Background: an optimization exercise with open tools, aiming at small area, a short achievable clock period and few clock cycles per item. Do not read the settings as production practice.
Where RTL was checked, it was by simulation tests only, not by an equivalence proof against the original.
For run 7, only the layout was checked, not whether the RTL still works.

<file path="flow/design.v">
module mmc_s(  
    input ld, clk,
    input [31:0] i_a, i_b,
    output [31:0] res,  
    output done);  
    wire [31:0] a, b, a_i_a, b_i_b;
    wire en_a, en_b;
    assign a_i_a = a + i_a;
    assign b_i_b = b + i_b;
    assign en_a = a < b;
    assign en_b = b < a;
    reg32 ra(ld, clk, en_a, i_a, a_i_a, a);
    reg32 rb(ld, clk, en_b, i_b, b_i_b, b);
    assign res = a;
    assign done = (a == b);
endmodule
module reg32(  
    input ld, clk, en,
    input [31:0] data_l, data_i,
    output reg [31:0] data_o);
    always @(posedge clk)
    if (ld) 
        data_o <= data_l;
    else if (en) 
        data_o <= data_i;
endmodule
</file>
<file path="flow/run.sh">
#!/bin/bash
# synth_recipe.tcl (not shown) runs the flow's synth.tcl, then flattens the netlist and writes it again
# the make line also repeats each setting of config.mk as NAME=value (left out here)
make -C /OpenROAD-flow-scripts/flow DESIGN_CONFIG=/design/flow/config.mk WORK_HOME=/design/flow/orfs CLKGATE_MAP_FILE= SYNTH_SCRIPT=/design/flow/synth_recipe.tcl finish
</file>
<file path="flow/config.mk">
export PLATFORM = sky130hd
export DESIGN_NAME = mmc_s
export DESIGN_NICKNAME = mmc_s
export VERILOG_FILES = /design/flow/design.v
export SDC_FILE = /design/flow/constraint.sdc
export NUM_CORES = 4
export LEC_CHECK = 0
export CAP_MARGIN = 20
export CORE_MARGIN = 2
export CORE_UTILIZATION = 40
export SLEW_MARGIN = 20
</file>
<file path="flow/constraint.sdc">
create_clock -name core_clock -period 5.5 [get_ports {clk}]
set_input_delay 1.1000 -clock core_clock [delete_from_list [all_inputs] [get_ports {clk}]]
set_output_delay 1.1000 -clock core_clock [all_outputs]
set_load 0.01 [all_outputs]
</file>
==> results of run 1 <==
## critical path: stages
cell and delay [ns]:
clkdlybuf4s50_1 0.42, ha_1 0.24, fa_1 0.44, a211o_1 0.33
a211o_1 0.28, a22oi_2 0.20, o31ai_1 0.13, o2111a_1 0.29
and3_1 0.22, a31oi_1 0.21, xor2_1 0.18, o21ai_1 0.07
## metal layers
metal	global-route usage, %	vias to the layer above
li1	-	2908
met1	27.66	2611
met2	29.17	112
met3	2.778	17
met4	6.159	0
met5	0	-
## metrics by stage
stage | instance area (um2) | instances | utilization [%] | setup slack, ns
2_1_floorplan | 6500 | 731 | - | 1.842
3_3_place_gp | 7666 | 1025 | 48.26 | 1.154
3_5_place_dp | 7666 | 1025 | 48.26 | 1.127
4_1_cts | 7906 | 1038 | 49.77 | 1.469
5_1_grt | 7906 | 1038 | 49.77 | 1.340
6_report | 7906 | 1038 | 49.77 | 1.453
## flip-flops by register name (all words and copies together), names as in the netlist
name / cells
rb.data_o: 32
ra.data_o: 32
## final cells by class
| cell class | instances | area, um2 | area share (%) |
|---|---|---|---|
| timing repair buffer | 101 | 1001 | 12.66 |
| clock buffer | 9 | 225.2 | 2.849 |
| inverter | 44 | 165.2 | 2.089 |
| sequential | 64 | 1922 | 24.31 |
| clock inverter | 4 | 15.01 | 0.1899 |
| multi-input combinational | 600 | 4308 | 54.49 |
| tap | 216 | 270.3 | 3.418 |
## cell usage in the layout, fill, tap and decap left out, types with 4 or more instances in the layout
cell type	n
edfxtp_1	64
a31oi_1	9
xor2_1	28
nand4_1	14
or2_2	4
nor4_1	4
a211o_1	6
a21oi_1	64
nor2b_1	5
nor3_1	4
o211ai_1	5
o21bai_1	10
mux2_2	7
nand3_1	13
inv_1	44
ha_1	94
and3_1	6
clkinv_1	4
o21ai_1	16
buf_4	4
a221o_1	4
xnor2_1	30
clkbuf_16	9
a21o_1	39
nand2_1	91
o21ai_0	66
clkdlybuf4s50_1	97
nand2b_1	7
nor2_1	24
## worst min path at each step
| stage | cells after the start | slack, ns | start | endpoint |
|---|---|---|---|---|
| final | 2 | 0.72 | rb.data_o[0]$_DFFE_PP_ | rb.data_o[0]$_DFFE_PP_ |
| after global routing | 2 | 0.76 | ra.data_o[0]$_DFFE_PP_ | ra.data_o[0]$_DFFE_PP_ |
| after CTS | 2 | 0.73 | rb.data_o[0]$_DFFE_PP_ | rb.data_o[0]$_DFFE_PP_ |
| after detailed placement | 2 | 0.72 | rb.data_o[0]$_DFFE_PP_ | rb.data_o[0]$_DFFE_PP_ |
| after global placement | 2 | 0.70 | rb.data_o[0]$_DFFE_PP_ | rb.data_o[0]$_DFFE_PP_ |
| after floorplan | 2 | 0.67 | rb.data_o[0]$_DFFE_PP_ | rb.data_o[0]$_DFFE_PP_ |
## logic make-up after synthesis
family	after synthesis	synth area share (%)
compound gates	254	25.10
simple gates	183	13.13
fa+ha+maj	96	18.71
buf+inv	67	4.158
flops	64	29.57
xor+xnor	58	7.815
mux	9	1.521
==> impl_metrics.json, run 1 <==
{
  "first_global_vias": 5391,
  "cts-root-buf": "clkbuf_16",
  "area_delta_synth_final_pct": 21.64,
  "grt_setup_unrepaired": "false",
  "portBuffers": 98,
  "r2r_start": "rb.data_o[0]$_DFFE_PP_",
  "synth_edf_count": 64,
  "numCtsBuffers": 9,
  "dr.pass1.iters": 5,
  "worst_slew_pin_slew_ns": 0.6171,
  "grtUsageTotal_pct": 19.08,
  "cts_buffer_depth": 2,
  "r2r_slack_ns": 2.21,
  "maxSlewViolCount": 0,
  "clk_pin_slew_worst_paths_ns": 0.05,
  "synthCells": 731,
  "wl_met2_um": 7008,
  "post_cts_buffers": 0,
  "synth_nets": 893,
  "cp.required_ns": 5.56,
  "nets": 982,
  "holdBufCountCts": 0,
  "syn_area_per_cell_um2": 8.892,
  "ant_nets": 0,
  "dr.first_iter.drc_count": 289,
  "drc_errors": 0,
  "synth_top_area_share_pct": 29.57,
  "holdWs_ns": 0.7243,
  "path_class": "input port to register",
  "place_hpwl_um": 12790,
  "wl_per_cell_um": 15.72,
  "timing.slew.headroom_pct": 58.86,
  "cp_max_fo": 3,
  "synthDistinctLibCells": 62,
  "rr_worst_depth": 11,
  "synthesis.area_mm2": 0.006500,
  "io_pins": 99,
  "endpoint": "rb.data_o[30]$_DFFE_PP_",
  "setup_violations": 0,
  "antenna_found_initial": 0,
  "status": "no timing/DRC/antenna violations",
  "routabilityCongestion": 0.9043,
  "fin_tns_setup_ns": 0,
  "post_cts_resized": 0,
  "grt_pass1_wl_um": 26830,
  "critPathLaunch": "i_b[0]",
  "yosys.area.top_type": "edfxtp_1",
  "routed_via_density": 5.441,
  "top_layer": "met4",
  "clk_latency_ns": 0.34,
  "cp-end-kind": "register",
  "synth-seq-cells": 64,
  "wl_met1_um": 8423,
  "drive_gt1_share_pct": 4.501,
  "yosysMostFrequentCell": "ha_1",
  "overflow": 0,
  "die_w_um": 131.5,
  "ys_warn_count": 1,
  "h-tree-depth": 3,
  "dominantRegCellSynth": "edfxtp_1",
  "rows": 46,
  "final_hold_viol_count": 0,
  "die_h_um": 131.5,
  "synthArstFlopShare_pct": 0,
  "r2r_end": "rb.data_o[30]$_DFFE_PP_",
  "wl_um": 16320,
  "start_kind": "input port",
  "design.die.area_mm2": 0.01729,
  "wl_met3_um": 621,
  "yosys-top-cells-count": "ha_1, nand2_1, o21ai_0",
  "via_count": 5648,
  "start_util_pct": 40.92,
  "core_mm2": 0.01589,
  "period_share_pct": 73.59,
  "skew_ns": 0.01310,
  "fmax_mhz": 247.1,
  "hold_class": "register to register",
  "ys_seq_area_share_pct": 29.57,
  "crit_arrival_ns": 4.11,
  "grt_max_degree": 69,
  "num_antenna_cells": 0,
  "synth_area_leaders": "edfxtp_1, ha_1, nand2_1, o21ai_0, a21oi_1",
  "clock-sinks": 64,
  "drv_cap": 0,
  "min_period_ns": 4.047,
  "fillCellCount": 1507,
  "cts_tree": "yes"
}
Testbench counts, summed over its fixed seeds: cycles 817,283, items 1,200.
==> run 2: changes to the inputs <==
==> flow/design.v (replaced) <==
module mmc_s(
    input ld, clk,
    input [31:0] i_a, i_b,
    output [31:0] res,
    output done);
    reg [31:0] x, y;
    reg [32:0] u, v;
    reg        dn;
    wire [32:0] dxy = {1'b0, x} - {1'b0, y};
    wire [31:0] dyx = y - x;
    wire        lt  = dxy[32];
    wire        eq  = (x == y);
    wire [32:0] sum = u + v;
    wire xe = ~x[0];
    wire ye = ~y[0];
    wire subx = eq | (~xe & ~ye & ~lt);
    wire suby = ~eq & ~xe & ~ye & lt;
    always @(posedge clk) begin
        if (ld) begin
            x  <= i_a;
            y  <= i_b;
            u  <= {1'b0, i_b};
            v  <= {1'b0, i_a};
            dn <= 1'b0;
        end else begin
            if (subx)      x <= dxy[31:1];
            else if (xe)   x <= {1'b0, x[31:1]};
            if (suby)      y <= dyx[31:1];
            else if (ye & ~subx) y <= {1'b0, y[31:1]};
            if (suby)      u <= sum;
            else if (subx | (xe & ~ye)) u <= {u[31:0], 1'b0};
            if (subx)      v <= sum;
            else if (suby | (ye & ~xe)) v <= {v[31:0], 1'b0};
            if (eq)        dn <= 1'b1;
        end
    end
    assign res  = v[32:1];
    assign done = dn;
endmodule
--- a/flow/config.mk
+++ b/flow/config.mk
@@ -6,6 +6,8 @@
 export NUM_CORES = 4
 export LEC_CHECK = 0
+export ABC_CLOCK_PERIOD_IN_PS = 2500
 export CAP_MARGIN = 20
 export CORE_MARGIN = 2
 export CORE_UTILIZATION = 40
+export SETUP_SLACK_MARGIN = 2.5
 export SLEW_MARGIN = 20
==> impl_metrics.json, run 2 <==
{
  "status": "no timing/DRC/antenna violations",
  "cpMostUsedCell": "buf_12",
  "hold_class": "register to register",
  "design.die.area_mm2": 0.03113,
  "max_stage_delay_ns": 0.49,
  "cts_tree": "yes",
  "first_global_vias": 11753,
  "fmax_mhz": 307.5,
  "clk_latency_ns": 0.44,
  "die_w_um": 176.4,
  "numCtsBuffers": 17,
  "yosysMostFrequentCell": "nand2_1",
  "pre_cts_slack_ns": 1.433,
  "wl_um": 50920,
  "setup_violations": 0,
  "place_hpwl_um": 29440,
  "ys_seq_area_share_pct": 32.74,
  "dr.first_iter.drc_count": 1493,
  "dr.pass1.iters": 6,
  "period_share_pct": 59.13,
  "portBuffers": 98,
  "grt_pass1_wl_um": 70590,
  "drv_cap": 0,
  "holdBufCountCts": 0,
  "rows": 63,
  "via_count": 12751,
  "fin_area_mm2": 0.01735,
  "io_pins": 99,
  "crit_slowest_cell": "edfxtp_1",
  "cts_buffer_depth": 2,
  "dp.cells": 1822,
  "drive_gt1_share_pct": 29.52,
  "ant_nets": 0,
  "r2r_start": "y[0]$_DFFE_PP_",
  "top_layer": "met4",
  "grt_max_degree": 74,
  "r2r_slack_ns": 2.25,
  "clock-sinks": 131,
  "start_kind": "register",
  "synth_nets": 1604,
  "cp.required_ns": 5.68,
  "placed_area_mm2": 0.01296,
  "wl_met2_um": 22380,
  "final_hold_viol_count": 0,
  "routabilityCongestion": 0.9273,
  "ys_warn_count": 1,
  "die_h_um": 176.4,
  "wl_per_cell_um": 24.96,
  "area_delta_synth_final_pct": 45.91,
  "start_util_pct": 40.34,
  "skew_ns": 0.007302,
  "maxSlewViolCount": 0,
  "min_period_ns": 3.252,
  "fin_tns_setup_ns": 0,
  "cp_max_fo": 6,
  "num_antenna_cells": 0,
  "wl_met1_um": 20530,
  "synthCells": 1437,
  "synth_area_leaders": "edfxtp_1, ha_1, a21oi_1, nand2_1, nor2_1",
  "worst_slew_pin_slew_ns": 0.8907,
  "wl_met3_um": 5712,
  "path_class": "register to register",
  "yosys.area.top_type": "edfxtp_1",
  "yosys-top-cells-count": "nand2_1, a21oi_1, nor2_1",
  "r2r_end": "x[9]$_DFFE_PP_",
  "timing.slew.headroom_pct": 40.62,
  "endpoint": "x[9]$_DFFE_PP_",
  "syn_area_per_cell_um2": 8.276,
  "overflow": 0,
  "synthesis.area_mm2": 0.01189,
  "layout_common_cells": "nand2_1, a21oi_1, edfxtp_1, buf_4, nor2_1",
  "largest_registers": "u (33), v (33)",
  "core_mm2": 0.02948,
  "cp-end-kind": "register",
  "nets": 1805,
  "final_common_cell": "nand2_1",
  "critPathLaunch": "y[0]$_DFFE_PP_",
  "crit_arrival_ns": 3.43,
  "grt_setup_unrepaired": "true",
  "antenna_found_initial": 0,
  "h-tree-depth": 4,
  "timing.final.ws_setup_ns": 2.248,
  "holdWs_ns": 0.6056,
  "routed_via_density": 6.250,
  "synth-seq-cells": 131,
  "cts-root-buf": "clkbuf_16",
  "instances_no_fill": 2040,
  "drc_errors": 0,
  "worstPathCellList": "ha_4 > fa_2 > nor2b_2 > o2111ai_2 > nand3_2 > a31oi_4 > o2bb2ai_4 > o22ai_4 > buf_12 > buf_12 > clkbuf_16 > a311oi_2 > nor2_1",
  "synthDistinctLibCells": 74,
  "dominantRegCellSynth": "edfxtp_1",
  "synthArstFlopShare_pct": 0,
  "clk_pin_slew_worst_paths_ns": 0.06,
  "synth_top_area_share_pct": 32.07,
  "grtUsageTotal_pct": 30.35,
  "rr_worst_depth": 13,
  "synth_edf_count": 127
}
run 2: cell count changes in the layout (fill, tap and decap cells not counted), moves of 46 or more:
cell      change
nand2_1      +52
nor2_1       +87
buf_4       +113
a21oi_1      +64
a31oi_1      +46
edfxtp_1     +63
run 2: through the flow:
stage | utilization [%]
final | 58.86
after global routing | 58.86
after CTS | 54.16
after detailed placement | 43.96
after floorplan | -
after global placement | 43.96
run 2: cell families (layout without fill, tap and decap cells):
| family | count (synthesis) | after routing | share of synthesized area [%] |
|---|---|---|---|
| AOI/OAI and AO/OA | 466 | 466 | 24.44 |
| and+or+nand+nor | 432 | 437 | 16.04 |
| buffers and inverters | 202 | 410 | 7.901 |
| DFF | 131 | 131 | 32.74 |
| adders and majority gates | 101 | 101 | 10.82 |
| xor gates and xnor gates | 85 | 85 | 6.260 |
| muxes | 20 | 20 | 1.799 |
run 2: worst max-delay path: cells and delay by family (launching register included):
family                   cells  cell delay, ns
AO/OA/AOI/OAI                5            1.01
adder cells (fa/ha/maj)      2            0.62
buffers and inverters        3            0.46
flip-flops                   1            0.49
AND/OR/NAND/NOR              3            0.38
run 2: cell type report:
type	count	area, um2
Inverter	87	329.1
Tap cell	390	488.0
Multi-Input combinational cell	1109	8758
Timing Repair Buffer	292	3284
Clock inverter	13	166.4
Sequential cell	131	3897
Clock buffer	18	429.2
Fill cell	2432	12130
run 2: timing repair:
| item | CTS | global route |
|---|---|---|
| cloned | 17 | 11 |
| pin swaps | 89 | 110 |
| setup endpoints to repair | 255 | 255 |
| setup buffers | 101 | 58 |
| resized for setup | 248 | 169 |
run 2: worst min path at each step:
stage                        startpoint              end  slack, ns  cells past startpoint
floorplan               dn$_SDFFE_PP0P_  dn$_SDFFE_PP0P_       0.50                      2
global placement        dn$_SDFFE_PP0P_  dn$_SDFFE_PP0P_       0.56                      2
detailed placement      dn$_SDFFE_PP0P_  dn$_SDFFE_PP0P_       0.56                      2
CTS                     dn$_SDFFE_PP0P_  dn$_SDFFE_PP0P_       0.57                      2
global route        y[31]$_SDFFCE_PN0P_  y[30]$_DFFE_PP_       0.62                      1
finish                  dn$_SDFFE_PP0P_  dn$_SDFFE_PP0P_       0.61                      2
run 2: layer usage:
metal,GRT usage (%),up-vias
met5,0,-
met4,11.74,0
met3,7.149,176
met2,46.55,795
met1,41.40,6228
li1,-,5552
Testbench counts of run 2, summed over its fixed seeds: cycles 12,642, items 1,200.
==> run 3: changes to the inputs <==
--- a/flow/config.mk
+++ b/flow/config.mk
@@ -10,4 +10,3 @@
 export CORE_MARGIN = 2
 export CORE_UTILIZATION = 40
-export SETUP_SLACK_MARGIN = 2.5
 export SLEW_MARGIN = 20
==> impl_metrics.json, run 3 <==
{
  "status": "no timing/DRC/antenna violations",
  "die_w_um": 176.4,
  "timing.slew.headroom_pct": 37.15,
  "path_class": "register to register",
  "numCtsBuffers": 17,
  "synthDistinctLibCells": 74,
  "largest_registers": "u (33), v (33)",
  "start_util_pct": 40.34,
  "setup_violations": 0,
  "dr.pass1.iters": 5,
  "overflow": 0,
  "critPathLaunch": "y[0]$_DFFE_PP_",
  "start_kind": "register",
  "endpoint": "y[19]$_DFFE_PP_",
  "wl_per_cell_um": 21.01,
  "yosys.area.top_type": "edfxtp_1",
  "drc_errors": 0,
  "yosys-top-cells-count": "nand2_1, a21oi_1, nor2_1",
  "post_cts_resized": 0,
  "final_hold_viol_count": 0,
  "antenna_found_initial": 0,
  "timing.final.ws_setup_ns": 1.142,
  "syn_area_per_cell_um2": 8.276,
  "design.die.area_mm2": 0.03113,
  "core_mm2": 0.02948,
  "min_from": "x[0]$_DFF_P_",
  "synth_edf_count": 127,
  "wl_um": 39010,
  "fmax_mhz": 229.4,
  "fin_tns_setup_ns": 0,
  "grtUsageTotal_pct": 24.93,
  "holdBufCountCts": 0,
  "routed_via_density": 5.906,
  "portBuffers": 98,
  "rows": 63,
  "synth-seq-cells": 131,
  "regArea_mm2": 0.003894,
  "dominantRegCellSynth": "edfxtp_1",
  "routabilityCongestion": 0.9247,
  "area_delta_synth_final_pct": 13.27,
  "r2r_slack_ns": 1.14,
  "dr.first_iter.drc_count": 1216,
  "synthesis.area_mm2": 0.01189,
  "synthCells": 1437,
  "io_pins": 99,
  "synth_top_area_share_pct": 32.07,
  "post_cts_buffers": 0,
  "cts-root-buf": "clkbuf_16",
  "grt_max_degree": 83,
  "nets": 1621,
  "skew_ns": 0.01509,
  "die_h_um": 176.4,
  "ys_seq_area_share_pct": 32.74,
  "pre_cts_slack_ns": 1.231,
  "rr_worst_depth": 12,
  "r2r_start": "y[0]$_DFFE_PP_",
  "grt_pass1_wl_um": 59860,
  "num_antenna_cells": 0,
  "cts_tree": "yes",
  "first_global_vias": 10299,
  "grt_setup_unrepaired": "false",
  "place_hpwl_um": 29190,
  "min_period_ns": 4.358,
  "crit_arrival_ns": 4.53,
  "cp-end-kind": "register",
  "clk_latency_ns": 0.43,
  "holdWs_ns": 0.5775,
  "multiInputGateArea_mm2": 0.007069,
  "synth_nets": 1604,
  "maxSlewViolCount": 0,
  "drive_gt1_share_pct": 5.249,
  "drv_cap": 0,
  "ys_warn_count": 1,
  "synthArstFlopShare_pct": 0,
  "cp.required_ns": 5.67,
  "via_count": 10968,
  "cts_buffer_depth": 2,
  "clk_pin_slew_worst_paths_ns": 0.06,
  "h-tree-depth": 4,
  "ant_nets": 0,
  "fillCellCount": 2953,
  "period_share_pct": 79.24,
  "r2r_end": "y[19]$_DFFE_PP_",
  "yosysMostFrequentCell": "nand2_1",
  "synth_area_leaders": "edfxtp_1, ha_1, a21oi_1, nand2_1, nor2_1",
  "hold_class": "register to register",
  "worst_slew_pin_slew_ns": 0.9397,
  "layout_common_cells": "nand2_1, a21oi_1, nor2_1, edfxtp_1, ha_1",
  "cp_max_fo": 35,
  "final_common_cell": "nand2_1",
  "clock-sinks": 131
}
## run 3: cell count changes in the layout (fill, tap and decap cells not counted), sizes merged, moves of 2 or more
cell / change
clkinvlp: +3
clkbuf: -7
nand2: -3
buf: -171
clkinv: -2
or3: -2
bufinv: -2
## run 3: cells by family after synthesis
family / count (synthesis) / synth area share, %
fa+ha+maj: 101 / 10.82
simple gates: 432 / 16.04
mux: 20 / 1.799
xor+xnor: 85 / 6.260
buf+inv: 202 / 7.901
compound gates: 466 / 24.44
flops: 131 / 32.74
## run 3: worst min-delay path by stage
stage,endpoint,slack (ns),cells past startpoint
floorplan,dn$_SDFFE_PP0P_,0.50,2
CTS,x[0]$_DFF_P_,0.57,2
global placement,x[0]$_DFF_P_,0.55,2
detailed placement,x[0]$_DFF_P_,0.56,2
finish,x[0]$_DFF_P_,0.58,2
global route,dn$_SDFFE_PP0P_,0.62,2
## run 3: cell type report
type	instances	share of cell area [%]
flip-flops and latches	131	28.91
repair buffers	113	8.323
multi-input cells	1104	52.48
clock inverters	13	1.012
clock buffers	19	3.214
inverters	87	2.443
well taps	390	3.623
## run 3: worst max-delay path: stages, from the launching register on
cell and delay [ns]:
edfxtp_1 0.60, ha_1 0.29, fa_1 0.25, nor2b_1 0.10
o2111ai_1 0.24, nand3_1 0.22, a31oi_1 0.45, o2bb2ai_2 0.19
nor3_4 0.79, buf_4 0.51, o21ai_0 0.14, a21oi_1 0.25
nor2_1 0.06
## run 3: layer usage
metal  up-vias  GRT usage (%)  routed length (um)
met1      5302          38.33               19140
met5         -              0                   0
met4         0          6.474                 649
met3        46          3.488                2512
li1       5171              -                   -
met2       449          36.31               16710
## run 3: stage by stage
stage | utilization (%) | cells | area (um2)
finish | 45.69 | 1857 | 13470
CTS | 45.60 | 1856 | 13440
global placement | 43.67 | 1824 | 12870
floorplan | - | 1437 | 11890
detailed placement | 43.67 | 1824 | 12870
global route | 45.69 | 1857 | 13470
==> run 4: changes to the inputs <==
--- a/flow/config.mk
+++ b/flow/config.mk
@@ -6,5 +6,4 @@
 export NUM_CORES = 4
 export LEC_CHECK = 0
-export ABC_CLOCK_PERIOD_IN_PS = 2500
 export CAP_MARGIN = 20
 export CORE_MARGIN = 2
==> impl_metrics.json, run 4 <==
{
  "yosys-top-cells-count": "nand2_1, a21oi_1, nor2_1",
  "final_common_cell": "nand2_1",
  "holdWs_ns": 0.5775,
  "min_from": "x[0]$_DFF_P_",
  "area_delta_synth_final_pct": 13.27,
  "start_kind": "register",
  "die_h_um": 176.4,
  "post_cts_buffers": 0,
  "clock-sinks": 131,
  "worst_slew_pin_slew_ns": 0.9397,
  "wl_um": 39010,
  "ys_seq_area_share_pct": 32.74,
  "start_util_pct": 40.34,
  "portBuffers": 98,
  "status": "no timing/DRC/antenna violations",
  "fillCellCount": 2953,
  "overflow": 0,
  "cts-root-buf": "clkbuf_16",
  "max_stage_delay_ns": 0.79,
  "setup_violations": 0,
  "ys_warn_count": 1,
  "top_usage_layer": "met1",
  "synthArstFlopShare_pct": 0,
  "grt_pass1_wl_um": 59860,
  "post_cts_resized": 0,
  "drv_cap": 0,
  "cts_tree": "yes",
  "clk_latency_ns": 0.43,
  "synthCells": 1437,
  "crit_buf_inv": 1,
  "synth_nets": 1604,
  "cp-end-kind": "register",
  "synth_area_leaders": "edfxtp_1, ha_1, a21oi_1, nand2_1, nor2_1",
  "synth_top_area_share_pct": 32.07,
  "syn_area_per_cell_um2": 8.276,
  "antenna_found_initial": 0,
  "die_w_um": 176.4,
  "skew_ns": 0.01509,
  "core_mm2": 0.02948,
  "yosysMostFrequentCell": "nand2_1",
  "largest_registers": "u (33), v (33)",
  "crit_slowest_cell": "nor3_4",
  "r2r_start": "y[0]$_DFFE_PP_",
  "timing.slew.headroom_pct": 37.15,
  "layout_common_cells": "nand2_1, a21oi_1, nor2_1, edfxtp_1, ha_1",
  "synthesis.area_mm2": 0.01189,
  "rows": 63,
  "use_met1_pct": 38.33,
  "num_antenna_cells": 0,
  "drc_errors": 0,
  "hold_class": "register to register",
  "crit_arrival_ns": 4.53,
  "ant_nets": 0,
  "routabilityCongestion": 0.9247,
  "period_share_pct": 79.24,
  "drive_gt1_share_pct": 5.249,
  "h-tree-depth": 4,
  "yosys.area.top_type": "edfxtp_1",
  "routed_via_density": 5.906,
  "final_hold_viol_count": 0,
  "cp.required_ns": 5.67,
  "fmax_mhz": 229.4,
  "grt_setup_unrepaired": "false",
  "min_period_ns": 4.358,
  "place_hpwl_um": 29190,
  "dr.first_iter.drc_count": 1216,
  "design.die.area_mm2": 0.03113,
  "met2_usage_pct": 36.31,
  "path_delay_family": "compound AO/OA/AOI/OAI gates",
  "holdBufCountCts": 0,
  "nets": 1621,
  "grtUsageTotal_pct": 24.93,
  "via_count": 10968,
  "first_global_vias": 10299,
  "fin_tns_setup_ns": 0,
  "worstPathCellList": "ha_1 > fa_1 > nor2b_1 > o2111ai_1 > nand3_1 > a31oi_1 > o2bb2ai_2 > nor3_4 > buf_4 > o21ai_0 > a21oi_1 > nor2_1",
  "cts_buffer_depth": 2,
  "critPathLaunch": "y[0]$_DFFE_PP_",
  "cp_max_fo": 35,
  "maxSlewViolCount": 0,
  "numCtsBuffers": 17,
  "clk_pin_slew_worst_paths_ns": 0.06,
  "dr.pass1.iters": 5,
  "use_met3_pct": 3.488,
  "synth_edf_count": 127,
  "path_class": "register to register",
  "synthDistinctLibCells": 74,
  "grt_max_degree": 83,
  "io_pins": 99,
  "dominantRegCellSynth": "edfxtp_1",
  "synth-seq-cells": 131,
  "wl_per_cell_um": 21.01
}
run 4: layout make-up:
type                       count  area (um2)  share of cell area [%]
clock inverter                13       136.4                   1.012
inverter                      87       329.1                   2.443
timing repair buffer         113        1121                   8.323
multi-input combinational   1104        7069                   52.48
clock buffer                  19       432.9                   3.214
tap                          390       488.0                   3.623
sequential                   131        3894                   28.91
run 4: cells by family after synthesis:
logic type / share of synthesized area (%)
XOR/XNOR: 6.260
AO/OA/AOI/OAI: 24.44
flip-flops: 32.74
multiplexers: 1.799
adder cells (fa/ha/maj): 10.82
buffers and inverters: 7.901
AND/OR/NAND/NOR: 16.04
run 4: per-stage QoR:
stage	worst slack [ns]	utilization (%)	cell area, um2	instances
5_1_grt	1.040	45.69	13470	1857
3_5_place_dp	1.231	43.67	12870	1824
6_report	1.142	45.69	13470	1857
2_1_floorplan	0.9603	-	11890	1437
3_3_place_gp	1.272	43.67	12870	1824
4_1_cts	1.218	45.60	13440	1856
run 4: path summary, 6_finish.rpt:
check / slack (ns) / to / depth (start not counted)
max: 1.14 / y[19]$_DFFE_PP_ / 12
min: 0.58 / x[0]$_DFF_P_ / 2
max reg2reg: 1.14 / y[19]$_DFFE_PP_ / 12
min reg2reg: 0.58 / x[0]$_DFF_P_ / 2
run 4: tightest hold or removal path: stages, from the launching register on:
cell     delay [ns]
dfxtp_1        0.33
o31ai_1        0.08
o21ai_0        0.13
run 4: metal layers:
metal	wire (um)	part of all wire, %
met2	16710	43
met3	2512	6.4
met1	19140	49
met4	649	1.7
met5	0	0
==> run 5: changes to the inputs <==
==> flow/design.v (replaced) <==
module mmc_s(
    input ld, clk,
    input [31:0] i_a, i_b,
    output [31:0] res,
    output done);
    reg [31:0] x, y, u, v;
    reg        fy, dn;
    wire px = x[0];
    wire py = y[0] ^ fy;
    wire odd = px & py;
    wire [31:0] ny  = ~y;
    wire        cin = ~fy;
    wire [32:0] s   = {1'b0, x} + {1'b1, ny} + {32'd0, cin};
    wire        neg = s[32];
    wire        fin = &((x ^ ny) ~^ {x[30:0] | ny[30:0], cin});
    wire [31:0] m1  = s[32:1] ^ {32{neg}};    
    wire [31:0] m2  = {1'b0, m1[31:1]};
    wire [31:0] m3  = {2'b0, m1[31:2]};
    wire        e2  = ~s[1];
    wire        e4  = e2 & ~s[2];
    wire [31:0] sum = u + v;
    wire run  = ~ld & ~dn;
    wire sub  = run & odd;
    wire subx = sub & ~neg;             
    wire suby = sub & neg;              
    wire k1   = ~e2;
    wire k2   = e2 & ~e4;
    wire k3   = e4;
    wire hx   = run & ~px;              
    wire hy   = run & ~py;              
    wire du1 = (subx & k1) | (hx & py);
    wire dv1 = (suby & k1) | (hy & px);
    wire kx = ~(ld | subx | hx);
    wire ky = ~(ld | suby | hy);
    wire ku = ~(ld | suby | subx | du1);
    wire kv = ~(ld | subx | suby | dv1);
    always @(posedge clk) begin
        x  <= ({32{ld}} & i_a) | ({32{subx & k1}} & m1) | ({32{subx & k2}} & m2) | ({32{subx & k3}} & m3)
            | ({32{hx}} & {1'b0, x[31:1]}) | ({32{kx}} & x);
        y  <= ({32{ld}} & i_b) | ({32{suby & k1}} & m1) | ({32{suby & k2}} & m2) | ({32{suby & k3}} & m3)
            | ({32{hy}} & {1'b0, y[31:1]}) | ({32{ky}} & y);
        u  <= ({32{ld}} & i_b) | ({32{suby}} & sum) | ({32{du1}} & {u[30:0], 1'b0})
            | ({32{subx & k2}} & {u[29:0], 2'b0}) | ({32{subx & k3}} & {u[28:0], 3'b0}) | ({32{ku}} & u);
        v  <= ({32{subx}} & sum) | ({32{dv1}} & {v[30:0], 1'b0})
            | ({32{suby & k2}} & {v[29:0], 2'b0}) | ({32{suby & k3}} & {v[28:0], 3'b0}) | ({32{kv}} & v);
        fy <= suby | (~ld & fy);
        dn <= ~ld & (dn | (sub & fin));
    end
    assign res  = v;
    assign done = dn;
endmodule
--- a/flow/config.mk
+++ b/flow/config.mk
@@ -9,3 +9,4 @@
 export CORE_MARGIN = 2
 export CORE_UTILIZATION = 40
+export SETUP_SLACK_MARGIN = 3.2
 export SLEW_MARGIN = 20
==> impl_metrics.json, run 5 <==
{
  "status": "no timing/DRC/antenna violations",
  "start_kind": "register",
  "dr.first_iter.drc_count": 1660,
  "nets": 1684,
  "via_count": 12676,
  "grt_pass1_wl_um": 69410,
  "crit_buf_inv": 6,
  "yosys.area.top_type": "dfxtp_1",
  "clock-sinks": 130,
  "cp.required_ns": 5.82,
  "placed_area_mm2": 0.01209,
  "hold_end": "fy$_DFF_P_",
  "cp_max_fo": 4,
  "cts-root-buf": "clkbuf_16",
  "die_h_um": 167.9,
  "clk_pin_slew_worst_paths_ns": 0.07,
  "grt_setup_unrepaired": "true",
  "final_hold_viol_count": 0,
  "drv_cap": 0,
  "holdPathStages": 2,
  "syn_area_per_cell_um2": 8.066,
  "antenna_found_initial": 3,
  "fin_area_mm2": 0.01540,
  "cts_buffer_depth": 2,
  "routabilityCongestion": 0.9496,
  "rows": 60,
  "yosys-top-cells-count": "nand2_1, dfxtp_1, ha_1",
  "routed_via_density": 6.746,
  "fin_tns_setup_ns": 0,
  "use_met3_pct": 7.734,
  "grt_max_degree": 62,
  "first_global_vias": 11376,
  "path_delay_family": "compound AO/OA/AOI/OAI gates",
  "worstPathCellList": "inv_4 > fa_2 > inv_2 > fa_2 > a211oi_2 > o211ai_1 > and3b_2 > o21a_1 > a221o_2 > buf_6 > nor2_4 > buf_6 > buf_8 > xnor2_4 > buf_12 > a221oi_2 > o21ai_1",
  "start_util_pct": 40.34,
  "overflow": 0,
  "rr_worst_depth": 17,
  "die_w_um": 167.9,
  "clk_latency_ns": 0.45,
  "ys_warn_count": 1,
  "min_from": "fy$_DFF_P_",
  "synthDistinctLibCells": 73,
  "place_hpwl_um": 29940,
  "drive_gt1_share_pct": 24.36,
  "path_class": "register to register",
  "synthesis.area_mm2": 0.01075,
  "h-tree-depth": 4,
  "instances_no_fill": 1879,
  "layout_common_cells": "nand2_1, dfxtp_1, a222oi_1, ha_1, inv_1",
  "portBuffers": 98,
  "area_delta_synth_final_pct": 43.23,
  "drc_errors": 0,
  "r2r_start": "x[0]$_DFF_P_",
  "maxSlewViolCount": 0,
  "wl_per_cell_um": 26.62,
  "dp.cells": 1709,
  "synth-seq-cells": 130,
  "r2r_slack_ns": 1.79,
  "period_share_pct": 67.41,
  "timing.slew.headroom_pct": 33.36,
  "io_pins": 99,
  "grtUsageTotal_pct": 31.89,
  "setup_violations": 0,
  "worst_slew_pin_slew_ns": 0.9924,
  "r2r_end": "y[15]$_DFF_P_",
  "min_period_ns": 3.708,
  "cp-end-kind": "register",
  "synthArstFlopShare_pct": 0,
  "wl_um": 50030,
  "design.die.area_mm2": 0.02821,
  "max_stage_delay_ns": 0.37,
  "cts_tree": "yes",
  "numCtsBuffers": 17,
  "top_usage_layer": "met2",
  "fmax_mhz": 269.7,
  "hold_class": "register to register",
  "holdWs_ns": 0.5040,
  "ys_seq_area_share_pct": 24.21,
  "use_met1_pct": 41.23,
  "synthCells": 1333,
  "synth_edf_count": 0,
  "synth_nets": 1495,
  "crit_slowest_cell": "a221o_2",
  "crit_arrival_ns": 4.03,
  "met2_usage_pct": 48.45,
  "dr.pass1.iters": 8,
  "core_mm2": 0.02665,
  "synth_top_area_share_pct": 24.21,
  "skew_ns": 0.01187,
  "yosysMostFrequentCell": "nand2_1",
  "dominantRegCellSynth": "dfxtp_1",
  "final_common_cell": "nand2_1",
  "ant_nets": 0,
  "synth_area_leaders": "dfxtp_1, ha_1, a222oi_1, nand2_1, a22oi_1"
}
[run 5: cell types whose count changed in the layout (fill, tap and decap cells not counted), sizes merged, moves of 20 or more]
cell and delta:
dfxtp +126, a31oi -55, clkdlybuf4s50 -33, edfxtp -127, o21ai -28, a222oi +85, a21oi -101, nand3 +20
nor2 -78, dlygate4sd2 +31, a22oi +73, buf +134
[run 5: layout make-up]
type | count | area [um2]
clock buffers | 18 | 429.2
flip-flops and latches | 130 | 2654
clock inverters | 14 | 145.1
repair buffers | 254 | 2995
inverters | 79 | 299.0
fillers | 2293 | 11250
multi-input cells | 1040 | 8443
well taps | 341 | 426.7
diodes | 3 | 7.507
[run 5: worst max-delay path by stage]
stage / startpoint / endpoint / slack, ns / cells past startpoint
2_1_floorplan: x[0]$_DFF_P_ / y[29]$_DFF_P_ / 2.26 / 15
3_3_place_gp: ld / v[31]$_DFF_P_ / 1.49 / 9
3_5_place_dp: ld / v[31]$_DFF_P_ / 1.46 / 9
4_1_cts: x[0]$_DFF_P_ / y[25]$_DFF_P_ / 1.94 / 16
5_1_grt: x[0]$_DFF_P_ / u[11]$_DFF_P_ / 1.70 / 16
6_report: x[0]$_DFF_P_ / y[15]$_DFF_P_ / 1.79 / 17
[run 5: stage by stage]
stage | utilization, % | setup WS (ns)
after global placement | 45.38 | 1.489
after detailed placement | 45.38 | 1.459
final | 57.78 | 1.792
after CTS | 53.77 | 1.939
after global routing | 57.77 | 1.703
after floorplan | - | 2.261
[run 5: cell families after synthesis]
logic type               synth area share [%]
flip-flops                              24.21
AO/OA/AOI/OAI                           35.14
XOR/XNOR                                7.820
AND/OR/NAND/NOR                         14.97
adder cells (fa/ha/maj)                 11.38
multiplexers                           0.3957
buffers and inverters                   6.086
[run 5: timing repair]
action,4_1_cts,5_1_grt
gates resized for setup,232,113
pin swaps,69,86
hold buffers,0,0
cloned,12,7
buffers inserted,68,48
endpoints found under the setup margin,162,132
[run 5: per-layer routing]
layer  up-vias  part of all wire (%)
met3       209                    11
met4         2                   7.8
met1      6078                    38
li1       5577                     -
met2       810                    43
met5         -                 0.026
[run 5: tightest hold or removal path: cells and delay by family, from the launching register on]
| kind | cells | cell delay, ns |
|---|---|---|
| flip-flops | 1 | 0.34 |
| buffers and inverters | 1 | 0.07 |
| AO/OA/AOI/OAI | 1 | 0.05 |
Testbench counts of run 5, summed over its fixed seeds: cycles 9,782, items 1,200.
==> run 6: changes to the inputs <==
--- a/flow/config.mk
+++ b/flow/config.mk
@@ -9,4 +9,4 @@
 export CORE_MARGIN = 2
 export CORE_UTILIZATION = 40
-export SETUP_SLACK_MARGIN = 3.2
+export SETUP_SLACK_MARGIN = 2.5
 export SLEW_MARGIN = 20
==> impl_metrics.json, run 6 <==
{
  "status": "no timing/DRC/antenna violations",
  "fillCellCount": 2219,
  "wl_per_cell_um": 26.30,
  "wl_um": 49050,
  "synthDistinctLibCells": 73,
  "drc_errors": 0,
  "ys_warn_count": 1,
  "holdBufCountCts": 0,
  "synthesis.area_mm2": 0.01075,
  "yosys-top-cells-count": "nand2_1, dfxtp_1, ha_1",
  "cp.depth": 7,
  "skew_ns": 0.01131,
  "dr.first_iter.drc_count": 1919,
  "synth_top_area_share_pct": 24.21,
  "crit_slowest_cell": "nor3_1",
  "path_delay_family": "simple AND/OR/NAND/NOR gates",
  "multiInputGateArea_mm2": 0.008538,
  "cp.required_ns": 5.86,
  "max_stage_delay_ns": 1.07,
  "cp-end-kind": "register",
  "worst_slew_pin_slew_ns": 1.145,
  "min_period_ns": 3.557,
  "cts_tree": "yes",
  "yosysMostFrequentCell": "nand2_1",
  "clk_latency_ns": 0.44,
  "final_common_cell": "nand2_1",
  "synthArstFlopShare_pct": 0,
  "grtUsageTotal_pct": 32.16,
  "place_hpwl_um": 30010,
  "start_util_pct": 40.34,
  "worstPathCellList": "xor2_1 > nand3_1 > nor3_1 > nand3_4 > o21ai_0 > a221oi_2 > o21ai_1",
  "clock-sinks": 130,
  "grt_setup_unrepaired": "true",
  "grt_pass1_wl_um": 69790,
  "numCtsBuffers": 17,
  "layout_common_cells": "nand2_1, dfxtp_1, clkdlybuf4s50_1, a222oi_1, ha_1",
  "design.die.area_mm2": 0.02821,
  "fmax_mhz": 281.1,
  "routed_via_density": 6.828,
  "drive_gt1_share_pct": 22.97,
  "antenna_found_initial": 0,
  "rr_worst_depth": 7,
  "routabilityCongestion": 0.9959,
  "nets": 1673,
  "grt_max_degree": 69,
  "regArea_mm2": 0.002615,
  "start_kind": "register",
  "yosys.area.top_type": "dfxtp_1",
  "cts_buffer_depth": 2,
  "placed_area_mm2": 0.01205,
  "synth_nets": 1495,
  "drv_cap": 0,
  "syn_area_per_cell_um2": 8.066,
  "first_global_vias": 11398,
  "timing.slew.headroom_pct": 23.11,
  "crit_arrival_ns": 3.92,
  "via_count": 12735,
  "die_h_um": 167.9,
  "synth_edf_count": 0,
  "clk_pin_slew_worst_paths_ns": 0.06,
  "h-tree-depth": 4,
  "setup_violations": 0,
  "ys_seq_area_share_pct": 24.21,
  "maxSlewViolCount": 0,
  "path_class": "register to register",
  "hold_class": "register to register",
  "cts-root-buf": "clkbuf_16",
  "dominantRegCellSynth": "dfxtp_1",
  "portBuffers": 98,
  "fin_area_mm2": 0.01532,
  "area_delta_synth_final_pct": 42.45,
  "holdPathStages": 2,
  "period_share_pct": 64.67,
  "cp_max_fo": 9,
  "overflow": 0,
  "dr.pass1.iters": 10,
  "io_pins": 99,
  "die_w_um": 167.9,
  "core_mm2": 0.02665,
  "synth-seq-cells": 130,
  "synth_area_leaders": "dfxtp_1, ha_1, a222oi_1, nand2_1, a22oi_1",
  "synthCells": 1333,
  "final_hold_viol_count": 0,
  "crit_buf_inv": 0,
  "fin_tns_setup_ns": 0,
  "rows": 60,
  "num_antenna_cells": 0,
  "ant_nets": 0
}
==> run 6: cell counts after synthesis <==
Identical to the previous run, type by type.
==> run 6: per-layer routing <==
layer	up-vias	global-route usage, %	wire [um]
met4	0	20.87	3601
li1	5574	-	-
met1	6108	42.06	18660
met5	-	0	0
met3	201	5.877	5317
met2	852	48.67	21470
==> run 6: final cells by class <==
cell class,count,share of cell area [%]
multi-input combinational,1042,55.75
sequential,130,17.07
clock inverter,14,1.013
tap,341,2.786
clock buffer,18,2.802
inverter,79,1.952
timing repair buffer,241,18.63
==> run 6: cells by family after synthesis <==
| family | after synthesis | share of synthesized area, % |
|---|---|---|
| adder cells (fa/ha/maj) | 96 | 11.38 |
| AO/OA/AOI/OAI | 491 | 35.14 |
| flip-flops | 130 | 24.21 |
| multiplexers | 4 | 0.3957 |
| XOR/XNOR | 96 | 7.820 |
| AND/OR/NAND/NOR | 351 | 14.97 |
| buffers and inverters | 165 | 6.086 |
==> run 6: path summary, 6_finish.rpt <==
path / start / to / slack (ns)
max: y[0]$_DFF_P_ / y[18]$_DFF_P_ / 1.94
min: fy$_DFF_P_ / fy$_DFF_P_ / 0.49
max reg2reg: y[0]$_DFF_P_ / y[18]$_DFF_P_ / 1.94
min reg2reg: fy$_DFF_P_ / fy$_DFF_P_ / 0.49
==> run 6: worst reg2reg max path, cell delays in order (launching register included) <==
cell,delay (ns)
dfxtp_4,0.38
xor2_1,0.62
nand3_1,0.56
nor3_1,1.07
nand3_4,0.35
o21ai_0,0.35
a221oi_2,0.06
o21ai_1,0.10
==> run 6: repair_timing <==
action / in CTS / in global routing
endpoints found under the setup margin: 129 / 129
resized for setup: 162 / 133
buffers inserted: 68 / 37
cloned: 21 / 3
pin swaps: 57 / 76
==> run 6: stage by stage <==
step,setup WS (ns),utilization [%],hold slack (ns),std cells
global placement,1.621,45.21,0.4876,1704
finish,1.943,57.47,0.4947,1865
floorplan,2.261,-,0.4632,1333
CTS,1.979,54.03,0.4833,1825
global route,1.817,57.47,0.5117,1865
detailed placement,1.573,45.21,0.4905,1704
==> run 7: changes to the inputs <==
==> flow/design.v (replaced) <==
module mmc_s(
    input ld, clk,
    input [31:0] i_a, i_b,
    output [31:0] res,
    output done);
    function automatic cout32(input [31:0] a, input [31:0] b, input c);
        reg [31:0] g, p;
        integer l, i;
        begin
            g = a & b;
            p = a | b;
            for (l = 1; l < 32; l = l * 2)
                for (i = 0; i < 32; i = i + 2 * l) begin
                    g[i + 2*l - 1] = g[i + 2*l - 1] | (p[i + 2*l - 1] & g[i + l - 1]);
                    p[i + 2*l - 1] = p[i + 2*l - 1] & p[i + l - 1];
                end
            cout32 = g[31] | (p[31] & c);
        end
    endfunction
    function automatic [32:0] padd32(input [31:0] a, input [31:0] b, input c);
        reg [31:0] g, p, t;
        integer l, i;
        begin
            t = a ^ b;
            g = a & b;
            p = t;
            g[0] = g[0] | (p[0] & c);
            for (l = 1; l < 32; l = l * 2)
                for (i = 0; i < 32; i = i + 1)
                    if (i & l) begin
                        g[i] = g[i] | (p[i] & g[(i & ~(l - 1)) - 1]);
                        p[i] = p[i] & p[(i & ~(l - 1)) - 1];
                    end
            padd32 = {g[31], t ^ {g[30:0], c}};
        end
    endfunction
    reg [31:0] x, y, u, v;
    reg        fy;
    wire px = x[0];
    wire py = y[0] ^ fy;
    wire odd = px & py;
    wire [31:0] ny  = ~y;
    wire        cin = ~fy;
    wire [32:0] s;
    assign s[31:0] = padd32(x, ny, cin);
    assign s[32] = ~cout32(x, ny, cin);
    wire        neg = ~cout32(x, ny, cin);
    wire        fin = &((x ^ ny) ~^ {x[30:0] | ny[30:0], cin});
    wire [31:0] p1  = s[32:1];
    wire [31:0] p2  = {1'b0, s[32:2]};
    wire [31:0] p3  = {2'b0, s[32:3]};
    wire [31:0] n1  = {1'b0, ~s[31:1]};
    wire [31:0] n2  = {2'b0, ~s[31:2]};
    wire [31:0] n3  = {3'b0, ~s[31:3]};
    wire        e2  = ~s[1];
    wire        e4  = e2 & ~s[2];
    wire [31:0] sum = padd32(u, v, 1'b0);
    wire run  = ~ld & ~fin;           
    wire sub  = run & odd;
    wire subx = sub & ~neg;             
    wire suby = sub & neg;              
    wire k1   = ~e2;
    wire k2   = e2 & ~e4;
    wire k3   = e4;
    wire hx   = run & ~px;              
    wire hy   = run & ~py;              
    wire du1 = (subx & k1) | (hx & py);
    wire dv1 = (suby & k1) | (hy & px);
    wire kx = ~(ld | subx | hx);
    wire ky = ~(ld | suby | hy);
    wire ku = ~(ld | suby | subx | du1);
    wire kv = ~(ld | subx | suby | dv1);
    always @(posedge clk) begin
        x  <= ({32{ld}} & i_a) | ({32{subx & k1}} & p1) | ({32{subx & k2}} & p2) | ({32{subx & k3}} & p3)
            | ({32{hx}} & {1'b0, x[31:1]}) | ({32{kx}} & x);
        y  <= ({32{ld}} & i_b) | ({32{suby & k1}} & n1) | ({32{suby & k2}} & n2) | ({32{suby & k3}} & n3)
            | ({32{hy}} & {1'b0, y[31:1]}) | ({32{ky}} & y);
        u  <= ({32{ld}} & i_b) | ({32{suby}} & sum) | ({32{du1}} & {u[30:0], 1'b0})
            | ({32{subx & k2}} & {u[29:0], 2'b0}) | ({32{subx & k3}} & {u[28:0], 3'b0}) | ({32{ku}} & u);
        v  <= ({32{subx}} & sum) | ({32{dv1}} & {v[30:0], 1'b0})
            | ({32{suby & k2}} & {v[29:0], 2'b0}) | ({32{suby & k3}} & {v[28:0], 3'b0}) | ({32{kv}} & v);
        fy <= suby | (~ld & fy);
    end
    assign res  = sum;
    assign done = fin;
endmodule
==> impl_metrics.json, run 7 <==
{
  "final_hold_viol_count": 0,
  "core_mm2": 0.02673,
  "die_h_um": 168.3,
  "drive_gt1_share_pct": 46.25,
  "grt_setup_unrepaired": "true",
  "wl_um": 55660,
  "rows": 60,
  "hold_end": "x[9]$_DFF_P_",
  "h-tree-depth": 4,
  "synth_area_leaders": "dfxtp_1, ha_1, a222oi_1, nand2_1, xnor2_1",
  "maxSlewViolCount": 0,
  "holdPathStages": 2,
  "synthesis.area_mm2": 0.01080,
  "antenna_found_initial": 0,
  "place_hpwl_um": 27040,
  "die_w_um": 168.3,
  "num_antenna_cells": 0,
  "start_util_pct": 40.42,
  "timing.slew.headroom_pct": 43.62,
  "synth-seq-cells": 129,
  "clk_latency_ns": 0.44,
  "synthSimpleGateAreaFrac_pct": 13.67,
  "portBuffers": 98,
  "setup_violations": 0,
  "synth_top_area_share_pct": 23.91,
  "routed_via_density": 6.843,
  "io_pins": 99,
  "skew_ns": 0.01280,
  "r2r_end": "y[22]$_DFF_P_",
  "cp-end-kind": "primary output",
  "clock-sinks": 129,
  "final_common_cell": "buf_4",
  "synthDistinctLibCells": 72,
  "synthMuxAreaShare_pct": 3.764,
  "overflow": 0,
  "status": "no timing/DRC/antenna violations",
  "r2r_start": "fy$_DFF_P_",
  "period_share_pct": 82.39,
  "cp_max_fo": 3,
  "numCtsBuffers": 17,
  "dr.pass1.iters": 10,
  "routabilityCongestion": 0.9937,
  "synthAdderAreaFrac_pct": 12.93,
  "layout_common_cells": "buf_4, nand2_1, a222oi_1, buf_6, inv_1",
  "dr.first_iter.drc_count": 2431,
  "start_kind": "register",
  "synthCells": 1294,
  "cp.required_ns": 4.40,
  "yosys.area.top_type": "dfxtp_1",
  "fmax_mhz": 220.7,
  "crit_arrival_ns": 3.43,
  "yosys-top-cells-count": "nand2_1, dfxtp_1, inv_1",
  "dominantRegCellSynth": "dfxtp_1",
  "area_delta_synth_final_pct": 70.69,
  "cts_tree": "yes",
  "min_from": "x[9]$_DFF_P_",
  "drv_cap": 0,
  "nets": 1836,
  "drc_errors": 0,
  "syn_area_per_cell_um2": 8.348,
  "grtUsageTotal_pct": 32.94,
  "yosysMostFrequentCell": "nand2_1",
  "via_count": 13817,
  "ant_nets": 0,
  "rr_worst_depth": 13,
  "fin_tns_setup_ns": 0,
  "synth_nets": 1465,
  "wl_per_cell_um": 27.57,
  "grt_max_degree": 70,
  "r2r_slack_ns": 1.76,
  "cts-root-buf": "clkbuf_16",
  "ys_seq_area_share_pct": 23.91,
  "grt_pass1_wl_um": 72840,
  "first_global_vias": 12721,
  "ys_warn_count": 1,
  "holdBufCountCts": 0,
  "synthArstFlopShare_pct": 0,
  "synth_compound_area_share_pct": 31.92,
  "path_class": "register to primary output",
  "design.die.area_mm2": 0.02834,
  "min_period_ns": 4.531,
  "worst_slew_pin_slew_ns": 0.8457,
  "clk_pin_slew_worst_paths_ns": 0.07,
  "cts_buffer_depth": 2,
  "synth-xor-area-share_pct": 6.949,
  "hold_class": "register to register",
  "synth_edf_count": 0,
  "synth_top_family_by_area": "compound AO/OA/AOI/OAI gates"
}
## run 7: cell types whose count changed after synthesis, moves of 13 or more
cell | before | now
a22oi_1 | 75 | 42
inv_1 | 78 | 98
mux2i_1 | 2 | 35
nand2_1 | 164 | 140
nand3_1 | 49 | 32
o2111ai_1 | 21 | 2
o211ai_1 | 29 | 46
xnor2_1 | 46 | 59
xor2_1 | 50 | 23
## run 7: routing by layer
layer	GRT usage [%]	up-vias	routed length (um)
met4	18.85	0	4023
li1	-	5731	-
met5	0	-	0
met1	42.04	6627	19930
met2	52.69	1153	25280
met3	5.595	306	6430
## run 7: cell type report
class | count | area, um2
clock buffers | 19 | 442.9
clock inverters | 13 | 176.4
fillers | 1779 | 8287
inverters | 98 | 379.1
multi-input cells | 987 | 9798
flip-flops and latches | 129 | 2736
well taps | 341 | 426.7
repair buffers | 432 | 4479
## run 7: metrics by stage
stage | cell area [um2] | instances | hold slack, ns | worst slack (ns) | utilization [%]
6_report | 18440 | 2019 | 0.4939 | 0.9686 | 68.99
3_3_place_gp | 12290 | 1671 | 0.4849 | 0.9953 | 45.98
5_1_grt | 18440 | 2019 | 0.5070 | 0.8987 | 68.99
3_5_place_dp | 12290 | 1671 | 0.4860 | 0.9765 | 45.98
4_1_cts | 16620 | 1912 | 0.4879 | 1.025 | 62.21
2_1_floorplan | 11060 | 1294 | 0.4472 | 1.707 | -
## run 7: worst max-delay path by stage
stage | from | depth (start not counted) | endpoint
after floorplan | u[0]$_DFF_P_ | 12 | res[31]
after global placement | u[0]$_DFF_P_ | 13 | res[31]
after detailed placement | u[0]$_DFF_P_ | 13 | res[31]
after CTS | u[0]$_DFF_P_ | 12 | res[22]
after global routing | u[0]$_DFF_P_ | 12 | res[16]
final | u[0]$_DFF_P_ | 12 | res[16]
## run 7: repair_timing
action / CTS / global route
endpoints found under the hold margin: 0 / 0
setup endpoints to repair: 161 / 160
gates cloned: 17 / 10
resized for setup: 542 / 199
setup buffers: 192 / 97
pin swaps: 145 / 169
## run 7: critical path: stages, from the launching register on
cell	delay, ns
dfxtp_2	0.36
ha_4	0.13
inv_2	0.03
fa_2	0.36
nand2b_4	0.15
a211o_1	0.33
a211o_1	0.32
buf_4	0.15
buf_6	0.12
o211ai_1	0.23
and2_4	0.20
fa_2	0.47
buf_6	0.15
## run 7: cell families (layout without fill, tap and decap cells)
family / Yosys count / count (layout)
compound gates: 444 / 447
simple gates: 310 / 311
buf+inv: 182 / 562
flops: 129 / 129
fa+ha+maj: 105 / 105
xor+xnor: 84 / 84
mux: 40 / 40
==> run 8: changes to the inputs <==
--- a/flow/design.v
+++ b/flow/design.v
@@ -36,5 +36,5 @@
     endfunction
     reg [31:0] x, y, u, v;
-    reg        fy;
+    reg        fy, dn;
     wire px = x[0];
     wire py = y[0] ^ fy;
@@ -56,5 +56,5 @@
     wire        e4  = e2 & ~s[2];
     wire [31:0] sum = padd32(u, v, 1'b0);
-    wire run  = ~ld & ~fin;           
+    wire run  = ~ld & ~dn;
     wire sub  = run & odd;
     wire subx = sub & ~neg;             
@@ -81,6 +81,7 @@
             | ({32{suby & k2}} & {v[29:0], 2'b0}) | ({32{suby & k3}} & {v[28:0], 3'b0}) | ({32{kv}} & v);
         fy <= suby | (~ld & fy);
+        dn <= ~ld & (dn | (sub & fin));
     end
-    assign res  = sum;
-    assign done = fin;
+    assign res  = v;
+    assign done = dn;
 endmodule
==> impl_metrics.json, run 8 <==
{
  "status": "no timing/DRC/antenna violations",
  "wl_um": 45510,
  "post-route-util_pct": 61.16,
  "yosys-top-cells-count": "dfxtp_1, nand2_1, inv_1",
  "path_delay_family": "compound AO/OA/AOI/OAI gates",
  "setup_violations": 0,
  "nets": 1622,
  "die_h_um": 164.0,
  "cp_max_fo": 5,
  "dr.pass1.iters": 10,
  "via_count": 11942,
  "cp.required_ns": 5.80,
  "cp-end-kind": "register",
  "routabilityCongestion": 0.9242,
  "fmax_mhz": 303.1,
  "timing.final.ws_setup_ns": 2.201,
  "cts-root-buf": "clkbuf_16",
  "h-tree-depth": 4,
  "maxSlewViolCount": 0,
  "yosys.area.top_type": "dfxtp_1",
  "overflow": 0,
  "clk_pin_slew_worst_paths_ns": 0.06,
  "layout_common_cells": "buf_4, nand2_1, dfxtp_1, clkdlybuf4s50_1",
  "placed_area_mm2": 0.01155,
  "crit_buf_inv": 4,
  "cts_tree": "yes",
  "ys_warn_count": 1,
  "final_hold_viol_count": 0,
  "core_mm2": 0.02518,
  "hold_class": "register to register",
  "cpMostUsedCell": "buf_4",
  "use_met1_pct": 41.27,
  "start_kind": "register",
  "synthArstFlopShare_pct": 0,
  "path_class": "register to register",
  "syn_area_per_cell_um2": 8.439,
  "min_period_ns": 3.299,
  "synthesis.area_mm2": 0.01024,
  "synth-seq-cells": 130,
  "drc_errors": 0,
  "rows": 58,
  "met2_usage_pct": 47.17,
  "io_pins": 99,
  "fin_area_mm2": 0.01540,
  "place_hpwl_um": 26460,
  "synth_area_leaders": "dfxtp_1, ha_1, a222oi_1, nand2_1, xnor2_1",
  "routed_via_density": 6.660,
  "start_util_pct": 40.68,
  "skew_ns": 0.01194,
  "use_met3_pct": 5.657,
  "grt_pass1_wl_um": 62850,
  "holdWs_ns": 0.4848,
  "clock-sinks": 130,
  "area_delta_synth_final_pct": 50.33,
  "grt_max_degree": 57,
  "synthCells": 1214,
  "dominantRegCellSynth": "dfxtp_1",
  "num_antenna_cells": 0,
  "synth_top_area_share_pct": 25.40,
  "fin_tns_setup_ns": 0,
  "cts_buffer_depth": 2,
  "crit_arrival_ns": 3.60,
  "synthDistinctLibCells": 67,
  "numCtsBuffers": 17,
  "top_usage_layer": "met2",
  "drive_gt1_share_pct": 30.35,
  "ys_seq_area_share_pct": 25.40,
  "pre_cts_slack_ns": 1.515,
  "worstPathCellList": "inv_1 > ha_2 > and3_1 > o2111ai_1 > a211oi_2 > a211oi_4 > buf_4 > fa_2 > xnor2_4 > buf_4 > buf_12 > o21ai_0 > a221oi_1 > o21ai_1",
  "wl_per_cell_um": 25.38,
  "crit_slowest_cell": "dfxtp_1",
  "grtUsageTotal_pct": 30.14,
  "portBuffers": 98,
  "clk_latency_ns": 0.44,
  "dr.first_iter.drc_count": 2293,
  "ant_nets": 0,
  "synth_nets": 1385,
  "holdBufCountCts": 0,
  "grt_setup_unrepaired": "true",
  "yosysMostFrequentCell": "dfxtp_1",
  "design.die.area_mm2": 0.02691,
  "r2r_slack_ns": 2.20,
  "first_global_vias": 10863,
  "drv_cap": 0,
  "timing.slew.headroom_pct": 48.36,
  "die_w_um": 164.0,
  "final_common_cell": "buf_4",
  "period_share_pct": 59.98,
  "max_stage_delay_ns": 0.45,
  "worst_slew_pin_slew_ns": 0.7691,
  "antenna_found_initial": 0,
  "synth_edf_count": 0
}
run 8: changes by cell type in the layout (fill, tap and decap cells not counted), sizes merged, moves of 12 or more:
cell and change:
buf -176, o211ai -13, xor2 +13, clkdlybuf4s50 +32
nand2 -26, nand2b -12, xnor2 -15, mux2i -34
a22oi -14, a21o -20, a32oi +25, o221ai +16
nor2 +14, a21oi -15
run 8: worst paths after layout:
check | start | end | cells past startpoint
min | u[0]$_DFF_P_ | u[0]$_DFF_P_ | 2
max reg2reg | y[12]$_DFF_P_ | y[15]$_DFF_P_ | 14
max | y[12]$_DFF_P_ | y[15]$_DFF_P_ | 14
min reg2reg | u[0]$_DFF_P_ | u[0]$_DFF_P_ | 2
run 8: worst reg2reg max path, delay by kind of cell (launching register included):
| kind | cells | cell delay (ns) |
|---|---|---|
| flops | 1 | 0.45 |
| fa+ha+maj | 2 | 0.79 |
| buf+inv | 4 | 0.49 |
| simple gates | 1 | 0.22 |
| xor+xnor | 1 | 0.21 |
| compound gates | 6 | 1.02 |
run 8: repair_timing:
| action | CTS | global route |
|---|---|---|
| setup endpoints to repair | 126 | 121 |
| cloned | 11 | 10 |
| resized for setup | 226 | 164 |
| setup buffers | 79 | 77 |
| pin swaps | 74 | 143 |
run 8: cells by family after synthesis:
| group | count (synthesis) | synth area share, % |
|---|---|---|
| DFF | 130 | 25.40 |
| xor gates and xnor gates | 82 | 7.010 |
| muxes | 7 | 0.7572 |
| buffers and inverters | 179 | 6.778 |
| adders and majority gates | 105 | 13.63 |
| AOI/OAI and AO/OA | 430 | 33.37 |
| and+or+nand+nor | 281 | 13.06 |
run 8: area by class of cell:
type | count | area [um2]
clock buffers | 18 | 439.2
clock inverters | 13 | 161.4
flip-flops and latches | 130 | 2679
fillers | 2018 | 9781
repair buffers | 284 | 2982
well taps | 330 | 412.9
inverters | 102 | 385.4
multi-input cells | 916 | 8342
run 8: layer usage:
metal	vias to the layer above	wire, um
li1	5224	-
met1	5690	17670
met2	851	20160
met3	177	5282
met4	0	2394
met5	-	0
run 8: through the flow:
step | std cells
after floorplan | 1214
after global placement | 1584
after detailed placement | 1585
after CTS | 1706
after global routing | 1793
final | 1793
Testbench counts of run 8, summed over its fixed seeds: cycles 9,782, items 1,200.

[port drivers added, routing unchanged]
The flow's constraints put no driver on any port. The routed layouts listed below were extracted and timed again, unchanged, in two steps.
Step 1 sets driving cells, clkbuf_16 on the clock port and buf_2 on the other inputs (assumed; they add their load-dependent delay and slew).
Step 2, shift: input delay + t, output delay - t, t = (earliest + latest rising clock arrival at the registers) / 2. This alone moves slack from input paths to output paths.
a / b / c = ideal / step 1 / step 2; a / b = the first two.
| run | t, ns | setup WS [ns] | worst register clock-pin slew, ns | worst data-port slew with drivers (ns) |
|---|---|---|---|---|
| run 1 | 0.371 | 1.453 / 1.471 / 1.100 | 0.06 / 0.06 | 0.05 |
| run 2 | 0.483 | 2.248 / 2.248 / 2.248 | 0.06 / 0.06 | 0.07 |
| run 3 | 0.472 | 1.142 / 1.142 / 1.142 | 0.07 / 0.07 | 0.06 |
| run 4 | 0.472 | 1.142 / 1.142 / 1.142 | 0.07 / 0.07 | 0.06 |
| run 5 | 0.493 | 1.792 / 1.792 / 1.650 | 0.07 / 0.07 | 0.05 |
| run 6 | 0.488 | 1.943 / 1.943 / 1.519 | 0.07 / 0.07 | 0.05 |
| run 7 | 0.481 | 0.969 / 0.921 / 1.403 | 0.07 / 0.07 | 0.05 |
| run 8 | 0.488 | 2.201 / 2.201 / 1.801 | 0.07 / 0.07 | 0.04 |
After both steps setup and hold are still met in every run listed. The setup slack of run 6, which loses most, moves by 0.000 ns with the drivers and by -0.424 ns with both steps.
